From an optimization exercise on the open Yosys and OpenROAD flow, aimed at small area, a short achievable clock period and few clock cycles; shortcuts taken in it are not production practice. Function was checked by simulation only, so behaviour that the tests miss may differ from the original.

## flow/design.v (module list and top-level ports; edited modules follow where they fit)
// module floating_Mult: 38 lines
// module mant_mul: 2489 lines
// module Adder: 43 lines
// module Accumulator: 38 lines
// module conv_mac: 47 lines
module conv_mac (
    input         clk,
    input         rst,           
    input         in_valid,
    input  [31:0] OperandA,      
    input  [31:0] OperandB,      
    input  [7:0]  kernel_size,
    output        out_valid,
    output [31:0] result
);
  // ...
==> flow/flow/run.sh <==
#!/bin/bash
# The standard layout (standard.sh) with four changes:
#  - after the standard synthesis, flow/fa_polarity.py re-chooses the
#    polarity of each full-adder cell to drop inverters between adders, and
#    flow/port_iso.py moves the internal loads of flip-flops that drive
#    output ports behind an inverter pair (combinational only; registers and
#    their names are untouched);
#  - the port buffers are sky130_fd_sc_hd__buf_2 cells;
#  - timing repair aims at 34.3 ns of setup slack at the design's period.
set -euo pipefail
export BUFFER_PORTS_ARGS="-buffer_cell sky130_fd_sc_hd__buf_2"
export SETUP_SLACK_MARGIN=34.3
bash standard.sh synth > synth.log 2>&1
R=orfs/results/sky130hd/conv_mac/base
cp $R/1_2_yosys.v 1_2_yosys_standard.v
python3 flow/fa_polarity.py 1_2_yosys_standard.v 1_2_yosys_fapol.v > fa_polarity.log 2>&1
python3 flow/port_iso.py 1_2_yosys_fapol.v $R/1_2_yosys.v > port_iso.log 2>&1
rm -f $R/1_synth.odb
bash standard.sh > standard.log 2>&1
==> flow/flow/fa_polarity.py <==
#!/usr/bin/env python3
"""Remove inverters around the full-adder cells of a flat gate-level netlist.

A full adder is self-dual: FA(~a, ~b, ~c) = (~cout, ~sum).  Yosys' adder
extraction picks each full adder's polarity on its own, which leaves
inverters between adders.  This pass chooses a polarity for every full adder
(by local search) so that as few signals as possible are needed in both
polarities, then rebuilds the inverters: every signal that some load needs
complemented gets one inverter.  The logic function is unchanged.

Usage: fa_polarity.py IN.v OUT.v"""
import re, sys, random, collections

FA = 'sky130_fd_sc_hd__fa_'
INVS = ('sky130_fd_sc_hd__inv_', 'sky130_fd_sc_hd__clkinv_')
OUTPINS = {'X', 'Y', 'Q', 'Q_N', 'SUM', 'COUT', 'HI', 'LO'}

src = open(sys.argv[1]).read()
m = re.search(r'(module\s+\w+\s*\(.*?\);)(.*)(endmodule)', src, re.S)
head, body, tail = src[:m.start(2)], m.group(2), src[m.end(2):]
pin_re = re.compile(r'\.(\w+)\(\s*(.*?)\s*\)\s*(?:,|$)', re.S)

items, cells, pos = [], [], 0
for mm in re.finditer(r'(?ms)^\s*(sky130_fd_sc_hd__\w+)\s+(\S+)\s*\((.*?)\);\s*$', body):
    items.append(('text', body[pos:mm.start()]))
    pins = collections.OrderedDict(pin_re.findall(mm.group(3).strip()))
    c = {'type': mm.group(1), 'name': mm.group(2), 'pins': pins, 'alive': True}
    cells.append(c)
    items.append(('cell', c))
    pos = mm.end()
items.append(('text', body[pos:]))

ident_re = re.compile(r'\\\S+|[A-Za-z_][\w$]*(?:\s*\[\d+\])?')
protected = set()
for t in re.findall(r'assign\s+(.*?);', body, re.S):
    protected.update(i.replace(' ', '') for i in ident_re.findall(t))
for t in re.findall(r'(?m)^\s*(?:input|output|inout)\s+(?:\[[^\]]*\]\s*)?(.*?);', src):
    protected.update(n.strip() for n in t.split(','))

def is_inv(c):
    return c['type'].startswith(INVS)

driver = {}
for c in cells:
    for p, n in c['pins'].items():
        if p in OUTPINS:
            driver[n] = (c, p)

# an inverter is "free" when its output is an internal net: it can be rebuilt
def free_inv(c):
    return is_inv(c) and c['pins']['Y'] not in protected

def root(n):
    """(root net, parity) following free inverters back"""
    par = 0
    seen = 0
    while n in driver and free_inv(driver[n][0]) and seen < 50:
        n = driver[n][0]['pins']['A']
        par ^= 1
        seen += 1
    return n, par

fas = [c for c in cells if c['type'].startswith(FA)]
fa_index = {id(c): i for i, c in enumerate(fas)}
# loads: every input pin of a cell that is not a free inverter
loads = []      # (cell, pin, root, parity)
for c in cells:
    if free_inv(c):
        continue
    for p, n in c['pins'].items():
        if p in OUTPINS:
            continue
        r, par = root(n)
        loads.append((c, p, r, par))
# a root net's polarity follows its driver's flip when the driver is a full adder
def root_flipper(r):
    d = driver.get(r)
    if d and d[0]['type'].startswith(FA) and r not in protected:
        return fa_index[id(d[0])]
    return None
by_root = collections.defaultdict(list)
for i, (c, p, r, par) in enumerate(loads):
    by_root[r].append(i)
roots = list(by_root)
rflip = {r: root_flipper(r) for r in roots}
load_fa = [fa_index.get(id(c)) if c['type'].startswith(FA) else None for c, _, _, _ in loads]
fa_roots = collections.defaultdict(set)    # roots touched by a full adder
for r in roots:
    if rflip[r] is not None:
        fa_roots[rflip[r]].add(r)
for i, (c, p, r, par) in enumerate(loads):
    if load_fa[i] is not None:
        fa_roots[load_fa[i]].add(r)

x = [0] * len(fas)
pinned = [any(c['pins'][p] in protected for p in ('SUM', 'COUT')) for c in fas]
def need_inv(r):
    xd = x[rflip[r]] if rflip[r] is not None else 0
    for i in by_root[r]:
        xl = x[load_fa[i]] if load_fa[i] is not None else 0
        if loads[i][3] ^ xl ^ xd:
            return 1
    return 0
def cost_of(rs):
    return sum(need_inv(r) for r in rs)

before = sum(1 for c in cells if is_inv(c))
start_cost = cost_of(roots)
random.seed(1)
best = start_cost
cur = start_cost
best_x = x[:]
order = list(range(len(fas)))
T = 0.6
for it in range(60):
    random.shuffle(order)
    for f in order:
        rs = fa_roots[f]
        if pinned[f]:
            continue
        c0 = cost_of(rs)
        x[f] ^= 1
        c1 = cost_of(rs)
        d = c1 - c0
        if d <= 0 or random.random() < pow(2.718, -d / T):
            cur += d
            if cur < best:
                best, best_x = cur, x[:]
        else:
            x[f] ^= 1
    T *= 0.9
x = best_x

# rebuild: drop the free inverters, then one inverter per root needing it
for c in cells:
    if free_inv(c):
        c['alive'] = False
newid = [0]
extra = []
inv_net = {}
def complement(r):
    if r not in inv_net:
        newid[0] += 1
        y = f'_fapol_n{newid[0]}_'
        extra.append(y)
        c = {'type': 'sky130_fd_sc_hd__inv_1', 'name': f'_fapol_i{newid[0]}_',
             'pins': collections.OrderedDict([('A', r), ('Y', y)]), 'alive': True}
        cells.append(c)
        items.append(('cell', c))
        inv_net[r] = y
    return inv_net[r]
# full adder outputs carry the complement after a flip: rename them so the
# old net names never hold a changed value
renamed = {}
for f, c in enumerate(fas):
    if x[f]:
        for p in ('SUM', 'COUT'):
            n = c['pins'][p]
            newid[0] += 1
            nn = f'_fapol_f{newid[0]}_'
            extra.append(nn)
            renamed[n] = nn
            c['pins'][p] = nn
for i, (c, p, r, par) in enumerate(loads):
    xl = x[load_fa[i]] if load_fa[i] is not None else 0
    xd = x[rflip[r]] if rflip[r] is not None else 0
    net = renamed.get(r, r)
    if par ^ xl ^ xd:
        net = complement(net)
    c['pins'][p] = net
after = sum(1 for c in cells if c['alive'] and is_inv(c))

out = [head]
for w in extra:
    out.append(f'\n  wire {w};')
for kind, it in items:
    if kind == 'text':
        out.append(it)
    elif it['alive']:
        pins = ',\n'.join(f'    .{p}({n}{" " if n.startswith(chr(92)) else ""})' for p, n in it['pins'].items())
        out.append(f"\n  {it['type']} {it['name']} (\n{pins}\n  );")
out.append(tail)
open(sys.argv[2], 'w').write(''.join(out))
print(f'fa_polarity: {len(fas)} full adders, {sum(x)} flipped; inverters {before} -> {after}'
      f' (cost {start_cost} -> {best})', file=sys.stderr)
==> flow/flow/port_iso.py <==
#!/usr/bin/env python3
"""Give output-port nets driven by a flip-flop a driver of their own.

Where a flip-flop's output is both an output port and an input of internal
logic, the internal loads move behind a pair of inverters, so the flip-flop
drives little more than the port's buffer.  The logic function is unchanged.
Usage: port_iso.py IN.v OUT.v"""
import re, sys, collections

src = open(sys.argv[1]).read()
outs = set()
for decl in re.findall(r'(?m)^\s*output\s+(\[\s*(\d+)\s*:\s*(\d+)\s*\])?\s*(\w+)\s*;', src):
    _, hi, lo, name = decl
    if hi:
        for i in range(min(int(hi), int(lo)), max(int(hi), int(lo)) + 1):
            outs.add(f'{name}[{i}]')
    else:
        outs.add(name)

cell_re = re.compile(r'(?ms)^(\s*)(sky130_fd_sc_hd__\w+)(\s+\S+\s*)\((.*?)\);\s*$')
pin_re = re.compile(r'\.(\w+)\(\s*(.*?)\s*\)')
cells = []
for m in cell_re.finditer(src):
    cells.append((m, m.group(2), pin_re.findall(m.group(4))))
flop_q = set()
for m, typ, pins in cells:
    if re.match(r'sky130_fd_sc_hd__(e?df|sdf)', typ):
        for p, n in pins:
            if p == 'Q' and n in outs:
                flop_q.add(n)
# internal loads of those nets
load_cnt = collections.Counter()
for m, typ, pins in cells:
    for p, n in pins:
        if n in flop_q and p not in ('Q',):
            load_cnt[n] += 1
targets = sorted(n for n in flop_q if load_cnt[n] > 0)
newname = {n: f'_portiso_{i}_' for i, n in enumerate(targets)}

def fix(m):
    typ = m.group(2)
    body = m.group(4)
    def rep(pm):
        p, n = pm.group(1), pm.group(2)
        if n in newname and p != 'Q':
            return f'.{p}({newname[n]})'
        return pm.group(0)
    return f'{m.group(1)}{typ}{m.group(3)}({pin_re.sub(rep, body)});'
body = cell_re.sub(fix, src)
add = []
for i, n in enumerate(targets):
    a = f'_portiso_{i}_n'
    add.append(f'  wire {a};\n  wire {newname[n]};\n'
               f'  sky130_fd_sc_hd__inv_1 _portiso_i{i}a_ (.A({n}), .Y({a}));\n'
               f'  sky130_fd_sc_hd__inv_2 _portiso_i{i}b_ (.A({a}), .Y({newname[n]}));\n')
k = body.rindex('endmodule')
body = body[:k] + ''.join(add) + body[k:]
open(sys.argv[2], 'w').write(body)
print(f'port_iso: {len(targets)} port nets isolated', file=sys.stderr)
==> flow/standard.sh <==
#!/bin/bash
# synth_recipe.tcl (not shown) runs the flow's synth.tcl, then flattens the netlist and writes it again
# the make line also repeats each setting of config.mk as NAME=value (left out here)
make -C /OpenROAD-flow-scripts/flow DESIGN_CONFIG=/design/flow/config.mk WORK_HOME=/design/flow/orfs CLKGATE_MAP_FILE= SYNTH_SCRIPT=/design/flow/synth_recipe.tcl "${@:-finish}"
==> flow/config.mk <==
export PLATFORM = sky130hd
export DESIGN_NAME = conv_mac
export DESIGN_NICKNAME = conv_mac
export VERILOG_FILES = /design/flow/design.v
export SDC_FILE = /design/flow/constraint.sdc
export NUM_CORES = 4
export LEC_CHECK = 0
export ABC_AREA = 1
export CAP_MARGIN = 60
export CORE_MARGIN = 2
export CORE_UTILIZATION = 65
export SLEW_MARGIN = 60
==> flow/constraint.sdc <==
create_clock -name core_clock -period 44.0 [get_ports {clk}]
set_input_delay 8.8000 -clock core_clock [delete_from_list [all_inputs] [get_ports {clk}]]
set_output_delay 8.8000 -clock core_clock [all_outputs]
set_load 0.01 [all_outputs]
==> reports/metrics.yaml, run 1 <==
status:
  status: "timing/DRC/antenna clean"
route:
  route.detailed.drc: 0
  drt_iter0_markers: 3683
  routed.top_layer: "met4"
sta:
  period_needed_ns: 9.92
  slew_headroom: 0.563
  drv_slew: 0
  whs_ns: 0.377
global_route:
  grt_use_total: 0.447
  use_met2: 0.742
  grt_pass1_vias: 26300
floorplanning:
  coreArea_um2: 38900
  die_h_um: 203
  dieArea_um2: 41200
cts:
  cts_root_buffer: "clkbuf_16"
  cts_resized: 39
  clkSinkCount: 146
final_layout:
  fin_area_um2: 28300
  buffers: 224
  multi_input_area_um2: 20100
  multi_input_area_share: 0.711
  seq_cells: 146
setup_path:
  timing.rr.start: "b_in[7]$_DFF_P_"
  crit_chain: "buf_2"
worst_hold_path:
  hold_start: "v_in$_DFF_PN0_"
  min_to: "v_prod$_DFF_PN0_"
synthesis:
  ys_warn_count: 3
  avgSynthCellArea_um2: 7.45
placement:
  gp_congestion: 0.995
Testbench counts, summed over its fixed seeds: cycles 56,460.
==> inputs of run 2 (changes only) <==
==> flow/flow/run.sh (replaced) <==
#!/bin/bash
# The standard layout (standard.sh) with three changes:
#  - after the standard synthesis, flow/fa_polarity.py re-chooses the
#    polarity of adder and xor cells to drop inverters between them
#    (combinational only; registers and their names are untouched);
#  - the port buffers are sky130_fd_sc_hd__buf_2 cells;
#  - timing repair aims at 34 ns of setup slack at the design's period.
set -euo pipefail
export BUFFER_PORTS_ARGS="-buffer_cell sky130_fd_sc_hd__buf_2"
export SETUP_SLACK_MARGIN=34
bash standard.sh synth > synth.log 2>&1
R=orfs/results/sky130hd/conv_mac/base
cp $R/1_2_yosys.v 1_2_yosys_standard.v
python3 flow/fa_polarity.py 1_2_yosys_standard.v $R/1_2_yosys.v > fa_polarity.log 2>&1
rm -f $R/1_synth.odb
bash standard.sh > standard.log 2>&1
==> flow/flow/fa_polarity.py (replaced) <==
#!/usr/bin/env python3
"""Remove inverters around adder and XOR cells of a flat gate-level netlist.

Yosys' adder extraction picks each adder's polarity on its own, which leaves
many inverters between adder cells.  This pass re-chooses polarities where
that costs no area:
  - a full adder is self-dual: FA(~a, ~b, ~c) = (~cout, ~sum);
  - a half adder can take both inputs complemented (xor2 + nor2) or give
    both outputs complemented (xnor2 + nand2), at the area of the cell;
  - an xor2/xnor2/xor3/xnor3 absorbs any complement on an input or output
    by trading xor for xnor.
A local search picks the polarities that leave the fewest signals needed in
both polarities; every such signal then gets one inverter.  Registers are
not touched and the logic function is unchanged.

Usage: fa_polarity.py IN.v OUT.v"""
import re, sys, random, collections

LIBP = 'sky130_fd_sc_hd__'
INVS = (LIBP + 'inv_', LIBP + 'clkinv_')
OUTPINS = {'X', 'Y', 'Q', 'Q_N', 'SUM', 'COUT', 'HI', 'LO'}

src = open(sys.argv[1]).read()
m = re.search(r'(module\s+\w+\s*\(.*?\);)(.*)(endmodule)', src, re.S)
head, body, tail = src[:m.start(2)], m.group(2), src[m.end(2):]
pin_re = re.compile(r'\.(\w+)\(\s*(.*?)\s*\)\s*(?:,|$)', re.S)

items, cells, pos = [], [], 0
for mm in re.finditer(r'(?ms)^\s*(sky130_fd_sc_hd__\w+)\s+(\S+)\s*\((.*?)\);\s*$', body):
    items.append(('text', body[pos:mm.start()]))
    pins = collections.OrderedDict(pin_re.findall(mm.group(3).strip()))
    c = {'type': mm.group(1), 'name': mm.group(2), 'pins': pins, 'alive': True}
    cells.append(c)
    items.append(('cell', c))
    pos = mm.end()
items.append(('text', body[pos:]))

ident_re = re.compile(r'\\\S+|[A-Za-z_][\w$]*(?:\s*\[\d+\])?')
protected = set()
for t in re.findall(r'assign\s+(.*?);', body, re.S):
    protected.update(i.replace(' ', '') for i in ident_re.findall(t))
for t in re.findall(r'(?m)^\s*(?:input|output|inout)\s+(?:\[[^\]]*\]\s*)?(.*?);', src):
    protected.update(n.strip() for n in t.split(','))

def kind(c):
    t = c['type'][len(LIBP):]
    if t.startswith('fa_'):
        return 'fa'
    if t == 'ha_1':
        return 'ha'
    if re.match(r'x(n)?or[23]_\d$', t):
        return 'x'
    return None

def xinfo(t):
    """(is_xnor, arity, size) of an xor-family cell type"""
    mm = re.match(LIBP + r'x(n?)or([23])_(\d)$', t)
    return mm.group(1) == 'n', int(mm.group(2)), mm.group(3)

def xtype(is_xnor, ar, size):
    return f"{LIBP}{'xnor' if is_xnor else 'xor'}{ar}_{size}"

def xout(t):
    return 'Y' if re.match(LIBP + r'xnor2_', t) else 'X'

driver = {}
for c in cells:
    for p, n in c['pins'].items():
        if p in OUTPINS:
            driver[n] = (c, p)

def free_inv(c):
    return c['type'].startswith(INVS) and c['pins']['Y'] not in protected

def root(n):
    par, k = 0, 0
    while n in driver and free_inv(driver[n][0]) and k < 64:
        n = driver[n][0]['pins']['A']
        par ^= 1
        k += 1
    return n, par

# variables: 'fa' one (x), 'ha' two (i, o), 'x' one (o)
var = {}          # (id(cell), name) -> index
cellof = []
def addvar(c, nm):
    var[(id(c), nm)] = len(cellof)
    cellof.append((c, nm))
for c in cells:
    k = kind(c)
    if k == 'fa':
        addvar(c, 'x')
    elif k == 'ha':
        addvar(c, 'i'); addvar(c, 'o')
    elif k == 'x':
        addvar(c, 'o')
nv = len(cellof)
val = [0] * nv

def outflip_var(c):
    k = kind(c)
    if k == 'fa':
        return var[(id(c), 'x')]
    if k in ('ha', 'x'):
        return var[(id(c), 'o')]
    return None

def inexp_var(c):
    """variable giving the polarity a cell expects on its inputs"""
    k = kind(c)
    if k == 'fa':
        return var[(id(c), 'x')]
    if k == 'ha':
        return var[(id(c), 'i')]
    return None

loads = []   # (cell, pin, root, parity)
for c in cells:
    if free_inv(c):
        continue
    for p, n in c['pins'].items():
        if p in OUTPINS:
            continue
        r, par = root(n)
        loads.append((c, p, r, par))

by_root = collections.defaultdict(list)
for i, ld in enumerate(loads):
    if kind(ld[0]) != 'x':            # xor inputs absorb any polarity
        by_root[ld[2]].append(i)
def rdriver_var(r):
    d = driver.get(r)
    if d and r not in protected:
        return outflip_var(d[0])
    return None
rvar = {r: rdriver_var(r) for r in by_root}
lvar = [inexp_var(ld[0]) for ld in loads]
# pinned: a cell whose output net is protected keeps its output polarity
pinned = [False] * nv
for c in cells:
    v = outflip_var(c)
    if v is not None:
        if any(n in protected for p, n in c['pins'].items() if p in OUTPINS):
            pinned[v] = True
touch = collections.defaultdict(set)
for r in by_root:
    if rvar[r] is not None:
        touch[rvar[r]].add(r)
for i, ld in enumerate(loads):
    if lvar[i] is not None and kind(ld[0]) != 'x':
        touch[lvar[i]].add(ld[2])
HA_BOTH = 0.67    # extra area of an or2 (ha with both flips), in inverters

def g(v):
    return val[v] if v is not None else 0

def need_inv(r):
    fr = g(rvar.get(r))
    for i in by_root[r]:
        if loads[i][3] ^ fr ^ g(lvar[i]):
            return 1
    return 0

def cost_cell(v):
    c, nm = cellof[v]
    if kind(c) == 'ha':
        return HA_BOTH if (val[var[(id(c), 'i')]] and val[var[(id(c), 'o')]]) else 0
    return 0

def local_cost(v):
    return sum(need_inv(r) for r in touch[v]) + cost_cell(v)

start = sum(need_inv(r) for r in by_root)
random.seed(1)
cur = start
best, best_val = cur, val[:]
order = [v for v in range(nv) if not pinned[v]]
T = 0.8
for it in range(80):
    random.shuffle(order)
    for v in order:
        c0 = local_cost(v)
        val[v] ^= 1
        d = local_cost(v) - c0
        if d <= 0 or random.random() < 2.718 ** (-d / T):
            cur += d
            if cur < best - 1e-9:
                best, best_val = cur, val[:]
        else:
            val[v] ^= 1
    T *= 0.9
val = best_val

# ---- rebuild ----
before = sum(1 for c in cells if c['type'].startswith(INVS))
for c in cells:
    if free_inv(c):
        c['alive'] = False
newid = [0]
extra = []
def newnet(tag):
    newid[0] += 1
    n = f'_fapol_{tag}{newid[0]}_'
    extra.append(n)
    return n
def addcell(typ, pins):
    newid[0] += 1
    c = {'type': typ, 'name': f'_fapol_c{newid[0]}_',
         'pins': collections.OrderedDict(pins), 'alive': True}
    cells.append(c)
    items.append(('cell', c))
    return c
inv_net = {}
def complement(n):
    if n not in inv_net:
        y = newnet('n')
        addcell(LIBP + 'inv_1', [('A', n), ('Y', y)])
        inv_net[n] = y
    return inv_net[n]

# output renaming for cells whose outputs are complemented
renamed = {}
for c in list(cells):
    v = outflip_var(c)
    if v is not None and val[v]:
        for p in list(c['pins']):
            if p in OUTPINS:
                n = c['pins'][p]
                nn = newnet('f')
                renamed[n] = nn
                c['pins'][p] = nn
def avail(r):
    """net holding root r's original value or its complement, and parity"""
    fr = g(rvar.get(r)) if r in rvar else (g(rdriver_var(r)) if r in driver else 0)
    return renamed.get(r, r), fr

xpar = collections.Counter()
for i, (c, p, r, par) in enumerate(loads):
    net, fr = avail(r)
    want = par ^ g(lvar[i]) if kind(c) != 'x' else par
    if kind(c) == 'x':
        if want ^ fr:
            xpar[id(c)] ^= 1          # absorbed by the xor's type
        c['pins'][p] = net
    else:
        c['pins'][p] = complement(net) if (want ^ fr) else net

nha = 0
for c in list(cells):
    if not c['alive']:
        continue
    k = kind(c)
    if k == 'x':
        flip = xpar[id(c)] ^ g(outflip_var(c))
        if flip:
            is_xnor, ar, size = xinfo(c['type'])
            old = xout(c['type'])
            c['type'] = xtype(not is_xnor, ar, size)
            new = xout(c['type'])
            c['pins'] = collections.OrderedDict((new if q == old else q, n) for q, n in c['pins'].items())
    elif k == 'ha':
        i_, o_ = val[var[(id(c), 'i')]], val[var[(id(c), 'o')]]
        if i_ or o_:
            a, b = c['pins']['A'], c['pins']['B']
            s, co = c['pins']['SUM'], c['pins']['COUT']
            c['alive'] = False
            nha += 1
            if not i_ and o_:       # ~sum = xnor(a, b), ~cout = nand(a, b)
                addcell(LIBP + 'xnor2_1', [('A', a), ('B', b), ('Y', s)])
                addcell(LIBP + 'nand2_1', [('A', a), ('B', b), ('Y', co)])
            elif i_ and not o_:     # inputs complemented: sum = xor, cout = nor
                addcell(LIBP + 'xor2_1', [('A', a), ('B', b), ('X', s)])
                addcell(LIBP + 'nor2_1', [('A', a), ('B', b), ('Y', co)])
            else:                   # both: ~sum = xnor, ~cout = or
                addcell(LIBP + 'xnor2_1', [('A', a), ('B', b), ('Y', s)])
                addcell(LIBP + 'or2_1', [('A', a), ('B', b), ('X', co)])
after = sum(1 for c in cells if c['alive'] and c['type'].startswith(INVS))

out = [head]
for w in extra:
    out.append(f'\n  wire {w};')
for kd, it in items:
    if kd == 'text':
        out.append(it)
    elif it['alive']:
        pins = ',\n'.join(f'    .{p}({n}{" " if n.startswith(chr(92)) else ""})' for p, n in it['pins'].items())
        out.append(f"\n  {it['type']} {it['name']} (\n{pins}\n  );")
out.append(tail)
open(sys.argv[2], 'w').write(''.join(out))
print(f'fa_polarity: {nv} polarity choices, {sum(val)} set, {nha} half adders split;'
      f' inverters {before} -> {after} (cost {start} -> {best:.2f})', file=sys.stderr)
removed: flow/flow/port_iso.py
==> run 2 against run 1 <==
Against the previous run: still clean on timing, DRC and antenna; wire length fell by 6.1%; non-clock buffer count down 42; first-iteration DRC count is 4.8% lower; critical path depth unchanged; register-to-register slack got worse by 0.19 ns; die area is 2.8% lower; cell count decreased by 3.5%; core utilization down 1.5 points; final area decreased by 5.0%.
==> reports/metrics.yaml, run 2 <==
status:
  status: "timing/DRC/antenna clean"
global_route:
  grt_max_degree: 50
  grt_pass1_vias: 25200  # -4.2%
  gr-usage-met3: 0.113
  grt-ovfl-total: 0
  use_met2: 0.674  # -0.0687
  busiest_layer: "met2"
  gr-usage-met1: 0.523
  grt_use_total: 0.430  # -0.0166
  grt_pass1_wl_um: 136000
  antenna_found_initial: 0
placement:
  dpl.hpwl_um: 64000
  port_buffers: 107
  gp_congestion: 1.06  # +6.3%
  dp.cells: 3826
  place_ws_ns: 33.56
synthesis:
  synthesis.instances: 3365
  ys_warn_count: 3  # unchanged
  synthesis.nets: 3771
  syn_area_um2: 25000
  avgSynthCellArea_um2: 7.43  # -0.27%
final_layout:
  ff_latch_area_um2: 3350
  fin_nets: 3777
  num_antenna_cells: 0
  final_util: 0.712
  fin_cells: 3895
  largestRegisters: "accumulator.Accumulator (32), prod (32)"
  fillers: 3036
  drive_gt1_frac: 0.104
  mostFrequentLayoutCell: "nand2_1"
  final_cell_mix: "nand2_1 (556), xor2_1 (318), inv_1 (286), o22ai_1 (269), fa_1 (259)"
  synthToLayoutAreaGrowth_pct: 7.47
  multi_input_area_um2: 19900  # -1.1%
setup_path:
  crit_slowest_cell: "edfxtp_1"
  timing.rr.start: "b_in[3]$_DFF_P_"
  arrival_ns: 1.21
  cp-end-kind: "primary output"
  critPathKind: "flop to primary output"
  critPathBufInv: 1
  setup.worst_path.start_class: "flop"
  r2r_slack_ns: 34.70
  crit_chain: "buf_2"
  r2r_end: "prod[30]$_SDFF_PP0_"
  worstPathRequired_ns: 35.20
  slowest_delay_ns: 0.52
  critical-path-top-delay-family: "flip-flops"
  worstPathMaxFanout: 2
  worst_r2r_path_depth: 43
route:
  drt-total-wl_um: 87400
  route.detailed.drc: 0  # unchanged
  wl_per_cell_um: 22.4
  drt_iter0_markers: 3505  # -4.8%
  ant_nets: 0
  dr.pass1.iters: 10
  via_per_inst: 6.58
  route.vias.total: 25600
floorplanning:
  io_pins: 108
  dieArea_um2: 40100  # -2.8%
  die_w_um: 200
  die_h_um: 200  # -1.4%
  coreArea_um2: 37800  # -3.0%
  core.rowCount: 71
  start_util: 0.662
worst_hold_path:
  hp-class: "flop to flop"
  whs_path_depth: 0
  hold_start: "v_in$_DFF_PN0_"
  min_to: "v_prod$_DFF_PN0_"
sta:
  rsz0062_at_grt: "true"
  drv_slew: 0  # unchanged
  setup_ws_ns: 33.99
  fmax_mhz: 99.9
  final_hold_viol_count: 0
  finalCritPeriodShare: 0.227
  period_needed_ns: 10.01  # +0.0861 ns
  slew_headroom: 0.594  # +0.0314
  worst_pin_slew_ns: 0.606
  fin_skew_ns: 0.0182
  final.setup.tns_ns: 0
  setup_viol: 0
cts:
  cts_tree: "done"
  hold_buffers: 0
  cts_root_buffer: "clkbuf_16"
  clkSinkCount: 146  # unchanged
  clk_path_buf_depth: 2
  path_clk_slew_ns: 0.07
  clkLatencyLatePin_ns: 0.50
  htree_levels: 4
  cts_made_buffers: 17
flow_run:
  drv_cap: 0
==> run 2: worst max-delay path by stage <==
stage / from / to / slack, ns / cells past startpoint
final: accumulator.Accumulator[9]$_DFFE_PP_ / result[9] / 33.99 / 1
after floorplan: kernel_size[0] / accumulator.cnt_i[0]$_DFFE_PN0P_ / 33.95 / 7
after global placement: b_in[9]$_DFF_P_ / prod[30]$_SDFF_PP0_ / 33.36 / 40
after CTS: accumulator.Accumulator[9]$_DFFE_PP_ / result[9] / 34.00 / 1
after global routing: b_in[9]$_DFF_P_ / prod[30]$_SDFF_PP0_ / 33.99 / 42
after detailed placement: kernel_size[0] / accumulator.cnt_i[0]$_DFFE_PN0P_ / 33.56 / 8
==> run 2: routing by layer <==
layer,up-vias,wire length (µm)
li1,11300,-
met1,11900,31600
met2,1908,38500
met3,578,9920
met4,0,7280
met5,-,0
==> run 2: timing repair <==
action / CTS / global route
gates cloned: 2 / 2
setup buffers: 15 / 15
resized for setup: 2 / 33
pin swaps: 2 / 4
endpoints found under the setup margin: 34 / 55
==> run 2: cell type report <==
class | instances | share of cell area
multi-input cells | 2698 | 0.741
flip-flops and latches | 146 | 0.124
inverters | 326 | 0.0469
repair buffers | 182 | 0.0420
well taps | 511 | 0.0238
clock buffers | 19 | 0.0173
clock inverters | 13 | 0.00484
==> run 2: through the flow <==
| step | hold WS, ns | area (µm²) |
|---|---|---|
| detailed placement | 0.348 | 25800 |
| global route | 0.375 | 26900 |
| finish | 0.359 | 26900 |
| global placement | 0.341 | 25700 |
| CTS | 0.364 | 26500 |
| floorplan | 0.331 | 25000 |
==> inputs of run 3 (changes only) <==
--- a/flow/config.mk
+++ b/flow/config.mk
@@ -6,7 +6,7 @@
 export NUM_CORES = 4
 export LEC_CHECK = 0
 export ABC_AREA = 1
-export CAP_MARGIN = 60
+export CAP_MARGIN = 30
 export CORE_MARGIN = 2
 export CORE_UTILIZATION = 65
-export SLEW_MARGIN = 60
+export SLEW_MARGIN = 30
==> run 3 against run 2 <==
Against the previous run: synthesized cell count stayed put; still clean; maximum frequency down 0.18%; wire length increased by 2.0%; via count is 1.4% higher; largest cell class unchanged; final area grew 1.1%; clock skew down 0.0014 ns; worst hold slack worse by 0.00098 ns.
==> reports/metrics.yaml, run 3 <==
route:
  dr_wl_met2_um: 39300  # +2.1%
  routed-wl-met3_um: 10500  # +5.8%
  wl_per_cell_um: 22.7  # +1.1%
  ant_nets: 0  # unchanged
  drt-total-wl_um: 89100  # +2.0%
  drt_iter0_markers: 3328  # -5.0%
  via_per_inst: 6.61  # +0.47%
  wl_met1_um: 31600  # about the same
  route.vias.total: 26000  # +1.4%
  dr.pass1.iters: 9  # -1
  route.detailed.drc: 0  # unchanged
  routed.top_layer: "met4"
floorplanning:
  start_util: 0.662  # unchanged
  die_h_um: 200  # unchanged
  dieArea_um2: 40100  # unchanged
  core.rowCount: 71  # unchanged
  die_w_um: 200  # unchanged
  coreArea_um2: 37800  # unchanged
  io_pins: 108  # unchanged
final_layout:
  fillers: 3063  # +0.89%
  synthToLayoutAreaGrowth_pct: 8.60
  ff_latch_area_um2: 3340  # about the same
  final_cell_mix: "nand2_1 (559), xor2_1 (317), inv_1 (303), o22ai_1 (269), fa_1 (259)"
  fin_nets: 3812  # +0.93%
  multi_input_area_um2: 19900  # about the same
  largestRegisters: "accumulator.Accumulator (32), prod (32)"
  num_antenna_cells: 0  # unchanged
  drive_gt1_frac: 0.104  # about the same
  mostFrequentLayoutCell: "nand2_1"
sta:
  final.setup.tns_ns: 0  # unchanged
  fin_skew_ns: 0.0168  # -0.00143 ns
  finalCritPeriodShare: 0.228  # +0.000411
  slew_headroom: 0.266  # -0.329
  worst_pin_slew_ns: 1.09  # +0.488 ns
  fmax_mhz: 99.8  # -0.18%
  period_needed_ns: 10.02  # +0.0181 ns
  rsz0062_at_grt: "true"
  setup_viol: 0  # unchanged
  drv_slew: 0  # unchanged
  whs_ns: 0.358  # -0.000985 ns
  final_hold_viol_count: 0  # unchanged
cts:
  cts_root_buffer: "clkbuf_16"
  htree_levels: 4  # unchanged
  path_clk_slew_ns: 0.07  # about the same
  cts_made_buffers: 17  # unchanged
  hold_buffers: 0  # unchanged
  cts_tree: "done"
  clkLatencyLatePin_ns: 0.51  # about the same
  clkSinkCount: 146  # unchanged
  clk_path_buf_depth: 2  # unchanged
setup_path:
  crit_chain: "buf_2"
  r2r_slack_ns: 34.52  # -0.18 ns
  setup.worst_path.start_class: "flop"
  r2r_end: "prod[30]$_SDFF_PP0_"
  worstPathMaxFanout: 4  # +2
  cp-end-kind: "primary output"
  critPathKind: "flop to primary output"
  critPathBufInv: 1  # unchanged
  arrival_ns: 1.22  # about the same
  cp_num_cells: 1  # unchanged
  critical-path-top-delay-family: "flip-flops"
  timing.rr.start: "b_in[9]$_DFF_P_"
  worstPathRequired_ns: 35.20  # about the same
  worst_r2r_path_depth: 41  # -4.7%
  crit_slowest_cell: "edfxtp_1"
  slowest_delay_ns: 0.53  # about the same
worst_hold_path:
  min_to: "v_prod$_DFF_PN0_"
  hp-class: "flop to flop"
  hold_start: "v_in$_DFF_PN0_"
  whs_path_depth: 0  # unchanged
placement:
  gp_congestion: 1.06  # unchanged
  port_buffers: 107  # unchanged
  dpl.hpwl_um: 64400  # +0.50%
global_route:
  grt_pass1_wl_um: 136000  # about the same
  grt_use_total: 0.430  # -0.000626
  grt_pass1_vias: 25300  # +0.28%
  grt-ovfl-total: 0  # unchanged
  grt_max_degree: 50  # unchanged
  antenna_found_initial: 0  # unchanged
synthesis:
  avgSynthCellArea_um2: 7.43  # unchanged
  synthesis.nets: 3771  # unchanged
  syn_area_um2: 25000  # unchanged
  ys_warn_count: 3  # unchanged
  synthesis.instances: 3365  # unchanged
flow_run:
  drv_cap: 0  # unchanged
status:
  status: "timing/DRC/antenna clean"
## run 3: worst reg2reg max path: cells and delay by family (launching register included)
| kind | cells | cell delay (ns) |
|---|---|---|
| adders and majority gates | 6 | 2.72 |
| xor gates and xnor gates | 2 | 0.43 |
| buffers and inverters | 7 | 1.45 |
| and+or+nand+nor | 16 | 1.79 |
| AOI/OAI and AO/OA | 10 | 2.41 |
| DFF | 1 | 0.64 |
## run 3: how the worst max path moves through the flow
| stage | slack (ns) | from | to |
|---|---|---|---|
| 2_1_floorplan | 33.95 | kernel_size[0] | accumulator.cnt_i[0]$_DFFE_PN0P_ |
| 5_1_grt | 33.90 | b_in[1]$_DFF_P_ | prod[30]$_SDFF_PP0_ |
| 6_report | 33.98 | accumulator.Accumulator[25]$_DFFE_PP_ | result[25] |
| 4_1_cts | 33.99 | accumulator.Accumulator[27]$_DFFE_PP_ | result[27] |
| 3_3_place_gp | 33.36 | b_in[9]$_DFF_P_ | prod[30]$_SDFF_PP0_ |
| 3_5_place_dp | 33.10 | b_in[9]$_DFF_P_ | prod[30]$_SDFF_PP0_ |
## run 3: through the flow
stage                     worst slack, ns  std cells  cell area, µm²  utilization
after floorplan                     33.95       3365           25000            -
after CTS                           33.99       3876           26500        0.702
after global routing                33.90       3930           27200        0.719
after global placement              33.36       3824           25700        0.681
final                               33.98       3930           27200        0.719
after detailed placement            33.10       3826           25700        0.682
## run 3: final cells by class
type | instances | share of cell area
Multi-Input combinational cell | 2700 | 0.733
Sequential cell | 146 | 0.123
Timing Repair Buffer | 208 | 0.0505
Inverter | 326 | 0.0466
Tap cell | 511 | 0.0235
Clock buffer | 18 | 0.0162
Clock inverter | 14 | 0.00511
Timing Repair inverter | 7 | 0.00175
## run 3: metal layers
| layer | global-route usage | vias up |
|---|---|---|
| li1 | - | 11400 |
| met1 | 0.526 | 11900 |
| met2 | 0.679 | 2082 |
| met3 | 0.0923 | 618 |
| met4 | 0.299 | 0 |
| met5 | 0 | - |
## run 3: repair_timing
action                                  4_1_cts  5_1_grt
resized for setup                            11       44
buffers inserted                             15       41
gates cloned                                  3       10
endpoints found under the setup margin       60       56
endpoints found under the hold margin         0        0
pin swaps                                     2        7
==> inputs of run 4 (changes only) <==
--- a/flow/flow/fa_polarity.py
+++ b/flow/flow/fa_polarity.py
@@ -171,24 +171,27 @@
     return sum(need_inv(r) for r in touch[v]) + cost_cell(v)
 
 start = sum(need_inv(r) for r in by_root)
-random.seed(1)
-cur = start
-best, best_val = cur, val[:]
-order = [v for v in range(nv) if not pinned[v]]
-T = 0.8
-for it in range(80):
-    random.shuffle(order)
-    for v in order:
-        c0 = local_cost(v)
-        val[v] ^= 1
-        d = local_cost(v) - c0
-        if d <= 0 or random.random() < 2.718 ** (-d / T):
-            cur += d
-            if cur < best - 1e-9:
-                best, best_val = cur, val[:]
-        else:
+order0 = [v for v in range(nv) if not pinned[v]]
+best, best_val = start, val[:]
+for seed in range(1, 5):            # a few annealing runs; keep the best
+    random.seed(seed)
+    val = [0] * nv
+    cur = start
+    order = order0[:]
+    T = 0.8
+    for it in range(400):
+        random.shuffle(order)
+        for v in order:
+            c0 = local_cost(v)
             val[v] ^= 1
-    T *= 0.9
+            d = local_cost(v) - c0
+            if d <= 0 or random.random() < 2.718 ** (-d / T):
+                cur += d
+                if cur < best - 1e-9:
+                    best, best_val = cur, val[:]
+            else:
+                val[v] ^= 1
+        T *= 0.98
 val = best_val
 
 # ---- rebuild ----
--- a/flow/config.mk
+++ b/flow/config.mk
@@ -6,7 +6,7 @@
 export NUM_CORES = 4
 export LEC_CHECK = 0
 export ABC_AREA = 1
-export CAP_MARGIN = 30
+export CAP_MARGIN = 60
 export CORE_MARGIN = 2
-export CORE_UTILIZATION = 65
-export SLEW_MARGIN = 30
+export CORE_UTILIZATION = 70
+export SLEW_MARGIN = 60
==> run 4 against run 3 <==
Against the previous run: non-clock buffer count decreased by 31; sequential share of layout area is 0.25 points higher; global-route usage up 4.3 points; final area down 1.8%; clock skew is 0.0069 ns higher; still clean on timing, DRC and antenna; critical path type unchanged; count of clock-buffer cells in the layout did not move.
==> reports/metrics.yaml, run 4 <==
final_layout:
  largestRegisters: "accumulator.Accumulator (32), prod (32)"
  fin_nets: 3758  # -1.4%
  synthToLayoutAreaGrowth_pct: 6.90
  drive_gt1_frac: 0.103  # -0.00139
  final_cell_mix: "nand2_1 (562), xor2_1 (319), o22ai_1 (269), inv_1 (269), fa_1 (259)"
  num_antenna_cells: 0  # unchanged
  final_util: 0.756  # +0.0363
  mostFrequentLayoutCell: "nand2_1"
sta:
  finalCritPeriodShare: 0.227  # -0.000364
  drv_slew: 0  # unchanged
  final_hold_viol_count: 0  # unchanged
  rsz0062_at_grt: "true"
  slew_headroom: 0.581  # +0.315
  worst_pin_slew_ns: 0.628  # -0.467 ns
  fin_skew_ns: 0.0237  # +0.00688 ns
  period_needed_ns: 10.01  # -0.0160 ns
  fmax_mhz: 99.9  # +0.16%
  final.setup.tns_ns: 0  # unchanged
  setup_viol: 0  # unchanged
  setup_ws_ns: 33.99  # +0.0160 ns
cts:
  cts_root_buffer: "clkbuf_16"
  htree_levels: 4  # unchanged
  clkLatencyLatePin_ns: 0.47  # -0.04 ns
  hold_buffers: 0  # unchanged
  cts_tree: "done"
  clkSinkCount: 146  # unchanged
  clk_path_buf_depth: 2  # unchanged
  path_clk_slew_ns: 0.08  # about the same
  cts_made_buffers: 17  # unchanged
setup_path:
  worst_r2r_path_depth: 44  # +7.3%
  setup.worst_path.start_class: "flop"
  slowest_delay_ns: 0.53  # about the same
  worstPathMaxFanout: 5  # +1
  arrival_ns: 1.21  # about the same
  crit_chain: "buf_2"
  cp-end-kind: "primary output"
  crit_slowest_cell: "edfxtp_1"
  critPathBufInv: 1  # unchanged
  critPathKind: "flop to primary output"
  cp_num_cells: 1  # unchanged
  worstPathRequired_ns: 35.20  # about the same
  critical-path-top-delay-family: "flip-flops"
global_route:
  grt-ovfl-total: 0  # unchanged
  grt_pass1_vias: 25400  # +0.46%
  antenna_found_initial: 0  # unchanged
  grt_use_total: 0.473  # +0.0429
  grt_pass1_wl_um: 135000  # -0.76%
  grt_max_degree: 50  # unchanged
synthesis:
  synthesis.instances: 3353  # -0.36%
  ys_warn_count: 3  # unchanged
  avgSynthCellArea_um2: 7.44  # +0.16%
  synthesis.nets: 3756  # -0.40%
  syn_area_um2: 25000  # -0.20%
floorplanning:
  die_w_um: 193  # -3.7%
  core.rowCount: 69  # -2.8%
  die_h_um: 193  # -3.7%
  start_util: 0.707  # +0.0445
  io_pins: 108  # unchanged
  dieArea_um2: 37200  # -7.2%
  coreArea_um2: 35300  # -6.5%
placement:
  place_ws_ns: 33.54  # +0.435 ns
  dpl.hpwl_um: 64400  # about the same
  gp_congestion: 1.06  # +0.23%
  port_buffers: 107  # unchanged
worst_hold_path:
  whs_path_depth: 0  # unchanged
  hp-class: "flop to flop"
route:
  route.vias.total: 26000  # +0.042%
  wl_per_cell_um: 22.9  # +1.2%
  drt-total-wl_um: 87800  # -1.4%
  drt_iter0_markers: 4214  # +27%
  ant_nets: 0  # unchanged
  dr.pass1.iters: 10  # +1
  via_per_inst: 6.79  # +2.7%
  route.detailed.drc: 0  # unchanged
status:
  status: "timing/DRC/antenna clean"
flow_run:
  drv_cap: 0  # unchanged
## run 4: cell count changes in the layout (fill, tap and decap cells not counted), moves of 4 or more
cell	previous run	this run
inv_2	9	26
clkinv_2	0	12
buf_4	92	65
clkinvlp_4	17	6
buf_8	5	1
xnor2_2	2	6
inv_1	303	269
ha_1	72	68
## run 4: what timing repair did
| action | in CTS | in global routing |
|---|---|---|
| gates resized for setup | 2 | 24 |
| endpoints found under the setup margin | 33 | 42 |
| gates cloned | 2 | 3 |
| pin swaps | 2 | 4 |
| buffers inserted | 7 | 16 |
## run 4: metal layers
metal | wire length [µm] | global-route usage | vias to the layer above
met3 | 11400 | 0.120 | 683
met2 | 38600 | 0.742 | 2248
met1 | 29700 | 0.561 | 11800
li1 | - | - | 11200
met4 | 8160 | 0.347 | 0
met5 | 0 | 0 | -
## run 4: stage by stage
| stage | hold WS [ns] | cells | instance area, µm² |
|---|---|---|---|
| CTS | 0.360 | 3807 | 26400 |
| detailed placement | 0.339 | 3766 | 25700 |
| global route | 0.377 | 3829 | 26700 |
| floorplan | 0.331 | 3353 | 25000 |
| global placement | 0.340 | 3763 | 25600 |
| finish | 0.358 | 3829 | 26700 |
## run 4: area by class of cell
| cell class | instances | area [µm²] |
|---|---|---|
| multi-input combinational | 2702 | 19900 |
| timing repair inverter | 1 | 5.00 |
| clock inverter | 14 | 105 |
| clock buffer | 18 | 429 |
| inverter | 310 | 1190 |
| tap | 461 | 577 |
| sequential | 146 | 3350 |
| fill | 2570 | 8630 |
| timing repair buffer | 177 | 1100 |
## run 4: worst paths after layout
kind	end	slack, ns	startpoint
setup / recovery	result[7]	33.99	accumulator.Accumulator[7]$_DFFE_PP_
hold / removal	v_prod$_DFF_PN0_	0.36	v_in$_DFF_PN0_
setup reg to reg	prod[30]$_SDFF_PP0_	34.60	b_in[3]$_DFF_P_
hold reg to reg	v_prod$_DFF_PN0_	0.36	v_in$_DFF_PN0_
max in group asynchronous	v_prod$_DFF_PN0_	35.36	rst
min in group asynchronous	accumulator.cnt_i[1]$_DFFE_PN0P_	8.28	rst
==> inputs of run 5 (changes only) <==
--- a/flow/config.mk
+++ b/flow/config.mk
@@ -8,5 +8,5 @@
 export ABC_AREA = 1
 export CAP_MARGIN = 60
 export CORE_MARGIN = 2
-export CORE_UTILIZATION = 70
+export CORE_UTILIZATION = 65
 export SLEW_MARGIN = 60
==> run 5 against run 4 <==
Against the previous run: final area grew 0.31%; critical path type unchanged; still clean on timing, DRC and antenna; first-iteration DRC count shrank 23%; count of clock-buffer cells in the layout grew 1; cell count grew 1.3%; sequential share of layout area shrank 0.057 points; synthesized cell count is the same; maximum frequency shrank 0.14%; register-to-register slack is essentially flat.
==> reports/metrics.yaml, run 5 <==
route:
  wl_per_cell_um: 22.4  # -2.1%
  via_per_inst: 6.57  # -3.2%
  dr.pass1.iters: 8  # -2
  drt_iter0_markers: 3234  # -23%
  drt-total-wl_um: 87000  # -0.91%
  ant_nets: 0  # unchanged
  route.vias.total: 25500  # -2.0%
  route.detailed.drc: 0  # unchanged
setup_path:
  timing.rr.start: "b_in[1]$_DFF_P_"
  critPathBufInv: 1  # unchanged
  worstPathRequired_ns: 35.20  # about the same
  critPathKind: "flop to primary output"
  r2r_end: "prod[30]$_SDFF_PP0_"
  worst_r2r_path_depth: 43  # -2.3%
  worstPathMaxFanout: 2  # -3
  r2r_slack_ns: 34.60  # about the same
  crit_path_start: "accumulator.Accumulator[10]$_DFFE_PP_"
  cp-end-kind: "primary output"
  critical-path-top-delay-family: "flip-flops"
  slowest_delay_ns: 0.52  # about the same
  crit_slowest_cell: "edfxtp_1"
  arrival_ns: 1.22  # about the same
  crit_chain: "buf_2"
  setup.worst_path.start_class: "flop"
placement:
  dpl.hpwl_um: 63400  # -1.6%
  dp.cells: 3817  # +1.4%
  port_buffers: 107  # unchanged
  place_ws_ns: 33.54  # +0.00290 ns
  gp_congestion: 1.05  # -0.55%
sta:
  setup_viol: 0  # unchanged
  slew_headroom: 0.568  # -0.0126
  whs_ns: 0.354  # -0.00474 ns
  period_needed_ns: 10.02  # +0.0136 ns
  finalCritPeriodShare: 0.228  # +0.000309
  worst_pin_slew_ns: 0.647  # +0.0188 ns
  drv_slew: 0  # unchanged
  rsz0062_at_grt: "true"
  fin_skew_ns: 0.0195  # -0.00419 ns
  setup_ws_ns: 33.98  # -0.0136 ns
  final.setup.tns_ns: 0  # unchanged
  final_hold_viol_count: 0  # unchanged
  fmax_mhz: 99.8  # -0.14%
floorplanning:
  die_w_um: 200  # +3.7%
  start_util: 0.661  # -0.0458
  io_pins: 108  # unchanged
  dieArea_um2: 40000  # +7.5%
  core.rowCount: 71  # +2.9%
  die_h_um: 200  # +3.7%
  coreArea_um2: 37800  # +6.9%
cts:
  cts_made_buffers: 17  # unchanged
  clkSinkCount: 146  # unchanged
  path_clk_slew_ns: 0.08  # about the same
  htree_levels: 4  # unchanged
  cts_tree: "done"
  cts_root_buffer: "clkbuf_16"
  clkLatencyLatePin_ns: 0.51  # +0.04 ns
  clk_path_buf_depth: 2  # unchanged
final_layout:
  num_antenna_cells: 0  # unchanged
  synthToLayoutAreaGrowth_pct: 7.23
  drive_gt1_frac: 0.102  # -0.000533
  mostFrequentLayoutCell: "nand2_1"
  largestRegisters: "accumulator.Accumulator (32), prod (32)"
  fin_nets: 3756  # -0.053%
  fin_cells: 3877  # +1.3%
  final_cell_mix: "nand2_1 (560), xor2_1 (318), inv_1 (271), o22ai_1 (269), fa_1 (259)"
global_route:
  grt-ovfl-total: 0  # unchanged
  grt_use_total: 0.440  # -0.0329
  grt_max_degree: 50  # unchanged
  grt_pass1_wl_um: 134000  # -0.46%
  grt_pass1_vias: 25200  # -0.84%
  antenna_found_initial: 1  # +1
worst_hold_path:
  hold_start: "v_in$_DFF_PN0_"
  min_to: "v_prod$_DFF_PN0_"
  whs_path_depth: 0  # unchanged
  hp-class: "flop to flop"
synthesis:
  avgSynthCellArea_um2: 7.44  # unchanged
  ys_warn_count: 3  # unchanged
  synthesis.instances: 3353  # unchanged
  syn_area_um2: 25000  # unchanged
  synthesis.nets: 3756  # unchanged
status:
  status: "timing/DRC/antenna clean"
flow_run:
  drv_cap: 0  # unchanged
## run 5: stage by stage
step           instance area [µm²]  utilization
6_report                     26800        0.709
5_1_grt                      26800        0.709
4_1_cts                      26500        0.702
3_5_place_dp                 25800        0.683
3_3_place_gp                 25700        0.680
2_1_floorplan                25000            -
## run 5: final cells by class
type / instances / area (µm²)
Fill cell: 3061 / 11000
Clock buffer: 19 / 443
Clock inverter: 13 / 121
Inverter: 310 / 1200
Timing Repair Buffer: 174 / 1040
Multi-Input combinational cell: 2703 / 20000
Sequential cell: 146 / 3350
Tap cell: 511 / 639
Timing Repair inverter: 1 / 5.00
## run 5: layer usage
layer	wire length, µm	global-route usage	vias to the layer above
li1	-	-	11200
met1	30600	0.525	11800
met2	38900	0.697	1935
met3	10700	0.118	550
met4	6910	0.298	0
met5	0	0	-
## run 5: worst max path at each step
stage,to,depth (start not counted)
floorplan,accumulator.cnt_i[0]$_DFFE_PN0P_,7
global placement,prod[30]$_SDFF_PP0_,40
detailed placement,accumulator.cnt_i[0]$_DFFE_PN0P_,8
CTS,result[10],1
global route,accumulator.Accumulator[30]$_DFFE_PP_,56
finish,result[10],1
## run 5: repair_timing
action	CTS	global route
setup buffers	14	8
pin swaps	2	4
gates resized for setup	1	29
cloned	2	4
endpoints found under the setup margin	41	57
hold endpoints to repair	0	0
hold buffers	0	0

separate check: timing with driven ports:
No port has a modelled driver above. Below, the same layouts with a new extraction and two added sets of constraints.
Step 1 (the two cells are an assumption about what drives the block):
set clk [get_ports {clk}]
set_driving_cell -lib_cell sky130_fd_sc_hd__clkbuf_16 $clk
set_driving_cell -lib_cell sky130_fd_sc_hd__buf_2 [delete_from_list [all_inputs] $clk]
Step 2 adds t to the input delays and takes it off the output delays; t is the mean of the earliest and latest rising clock arrival at the registers after step 1. Input paths then give back, and output paths get back, about the clock's delay inside the block.
a / b / c = no drivers / after step 1 / after step 2; a / b = the first two.
run	t (ns)	setup WS [ns]	hold WS [ns]	worst setup path after step 2	worst slew at a driven data input, ns
run 1	0.554	34.079 / 34.022 / 33.669	0.377 / 0.377 / 0.377	input to register	0.05
run 2	0.555	33.993 / 33.933 / 33.600	0.359 / 0.359 / 0.359	input to register	0.05
run 3	0.557	33.975 / 33.915 / 33.559	0.358 / 0.358 / 0.358	input to register	0.05
run 4	0.522	33.991 / 33.930 / 33.663	0.358 / 0.358 / 0.358	input to register	0.05
run 5	0.555	33.977 / 33.918 / 33.650	0.354 / 0.354 / 0.354	input to register	0.05
After both steps every run listed still meets setup and hold. The setup slack of run 3, which loses most, moves by -0.060 ns with the drivers and by -0.416 ns with both steps.
